Source: an optimization exercise on an open RTL-to-GDS flow (aim: small area, a short achievable clock period and few clock cycles per item). Production flows keep margins and buffers that such runs may drop. Power is estimated from default activity; no workload was simulated.

== v13 ==
// Microprocessor
module Microprocessor(
    input [7:0] Instruction,
    input CLK_IN,
    input RST,
	input [3:0] SEL_REG,
    output [7:0] Read_Address,	 
    output [6:0] SEG1,   
	output [6:0] SEG2,	 
	output [6:0] SEG3,   
	output [6:0] SEG4,	 
	output [6:0] SEG5,   
	output [6:0] SEG6	 
    );
Size: about 1500 cells after synthesis, about 300 flip-flops, about 64 I/O pins.
clock: 6.0 ns
lec_check: 0
cap_margin: 20
core_margin: 2
core_utilization: 40
setup_slack_margin: 3
slew_margin: 20
standard.sh (not shown) runs the stock make flow with config.mk's settings and CLKGATE_MAP_FILE= SYNTH_SCRIPT=/design/flow/synth_recipe.tcl, a recipe that flattens the netlist after the stock synthesis.
==> flow/flow/run.sh <==
#!/bin/bash
# The standard layout (the standard.sh: unchanged synthesis, floorplan,
# placement, CTS, routing), with the port buffers that buffer_ports inserts
# made plain buffers instead of the default delay-cell buffers.
set -euo pipefail
export BUFFER_PORTS_ARGS="-buffer_cell sky130_fd_sc_hd__buf_2"
bash standard.sh > standard.log 2>&1
For v19, these inputs were changed with respect to v13:
# v13
export LEC_CHECK = 0
export CAP_MARGIN = 20
export CORE_MARGIN = 2
export CORE_UTILIZATION = 40
export SETUP_SLACK_MARGIN = 3
export SLEW_MARGIN = 20
create_clock -name core_clock -period 6.0 [get_ports {CLK_IN}]
# v19
export LEC_CHECK = 0
export CAP_MARGIN = 20
export CORE_MARGIN = 2
export CORE_UTILIZATION = 40
export SETUP_SLACK_MARGIN = 2
export SLEW_MARGIN = 20
export SYNTH_HIERARCHICAL = 1
create_clock -name core_clock -period 6.0 [get_ports {CLK_IN}]
Notes after the runs:
v19 finished all stages; the layout is clean. Looking at critical path depth, v19 sits 1 higher than v13 does. In v19 the worst hold slack turned out 0.12 ns higher than in v13. Setup slack: v19 less than v13. A slowest library cell on the worst path of sky130_fd_sc_hd__or4_4 is what v19 shows, while sky130_fd_sc_hd__a222oi_1 belongs to v13. From v13 to v19 the numbers moved as follows: cell area after layout down 12%, number of clock buffers in the layout down 10, power consumption down 6.5%.
Input-level comparison between v17 and v19:
# v19
export LEC_CHECK = 0
export CAP_MARGIN = 20
export CORE_MARGIN = 2
export CORE_UTILIZATION = 40
export SETUP_SLACK_MARGIN = 2
export SLEW_MARGIN = 20
export SYNTH_HIERARCHICAL = 1
create_clock -name core_clock -period 6.0 [get_ports {CLK_IN}]
# v17
export LEC_CHECK = 0
export CAP_MARGIN = 20
export CORE_MARGIN = 2
export CORE_UTILIZATION = 40
export SETUP_SLACK_MARGIN = 2
export SLEW_MARGIN = 20
create_clock -name core_clock -period 6.0 [get_ports {CLK_IN}]
==> flow/flow/run.sh <==
#!/bin/bash
# The standard layout (standard.sh), with the standard synthesis run
# unchanged first. The layout steps then run with:
#  - plain buffers (buf_2) on the ports instead of delay-cell buffers,
#  - timing repair allowed to change a cell's footprint (sky130hd's
#    config.mk restricts the floorplan and CTS repairs to same-footprint
#    swaps).
set -euo pipefail
bash standard.sh synth > synth.log 2>&1
bash standard.sh "BUFFER_PORTS_ARGS=-buffer_cell sky130_fd_sc_hd__buf_2" MATCH_CELL_FOOTPRINT=0 finish > layout.log 2>&1
- Compared with v19, v17 shows a higher largest voltage drop on the vdd net.
- Die size: v17 is under v19
- Max total number of cells along the worst setup path across v19 and v17: v17
- Taking v17 over v19, the global-route wire length before repair ratio works out to 1.14.
- Delta (v17 minus v19): number of standard cells after synthesis increased 13; final cell area excluding filler cells moved up.
- Compared with v19, in v17 sequential share of cell area decreased 0.80 points; total wire length after detailed routing increased about 22%; worst setup slack increased 0.23 ns; worst reg-to-reg path cell count increased 1.
Inputs modified between v17 and v49:
==> flow/flow/run.sh <==
#!/bin/bash
# The standard layout (the standard.sh: unchanged synthesis, floorplan,
# placement, CTS, routing), with the port buffers that buffer_ports inserts
# made plain buffers instead of the default delay-cell buffers.
set -euo pipefail
export BUFFER_PORTS_ARGS="-buffer_cell sky130_fd_sc_hd__buf_2"
bash standard.sh > standard.log 2>&1
==> notes.md <==
- | number of gates on the worst path with buffers counted | lower: v49 |
- In v49 the synthesis-to-finish area growth turned out 3.7 points lower than in v17.
- Delta (v49 minus v17): routability congestion estimate saw a decrease, switching portion of total power saw an increase, part of the power in combinational logic saw a decrease.
- In the flow results for v49 and v17, the number of gates given a new drive strength after cts is larger on v17.
- Diff v17 -> v49 | placed wire-length estimate | decrease of about 1.7%
- On fraction of synthesis flops using an asynchronous set or reset pin, v49 and v17 are neck and neck.
- v49 ends up with a sum of internal, switching and leakage power that is about 2.6% lower than in v17.
No functional check of the RTL was part of any run of this note.

-- afterwards: timing with drivers on the ports --
The flow's constraints put no driver on any port. The routed layouts listed below were extracted and timed again, unchanged, in two steps.
Step 1, drivers: a clkbuf_16 drives CLK_IN and a buf_2 each remaining input, both assumed.
Step 2 adds t to the input delays and takes it off the output delays; t is the mean of the earliest and latest rising clock arrival at the registers after step 1. Input paths then give back, and output paths get back, about the clock's delay inside the block.
Three values: no drivers, after step 1, after step 2; two values: the first two.
run	t (ns)	slack for setup (ns)	hold WS [ns]	worst setup path after step 2
v13	0.622	2.050 / 2.023 / 1.401	0.552 / 0.552 / 0.552	input to register
v19	0.639	1.791 / 1.756 / 1.117	0.673 / 0.673 / 0.673	input to register
v17	0.605	2.022 / 1.935 / 1.331	0.606 / 0.606 / 0.606	input to register
v49	0.631	2.031 / 2.029 / 1.399	0.605 / 0.605 / 0.605	input to register
After both steps every run listed still meets setup and hold. For v17, which loses most, drivers alone change the setup slack by -0.087 ns; drivers and shift together by -0.691 ns.
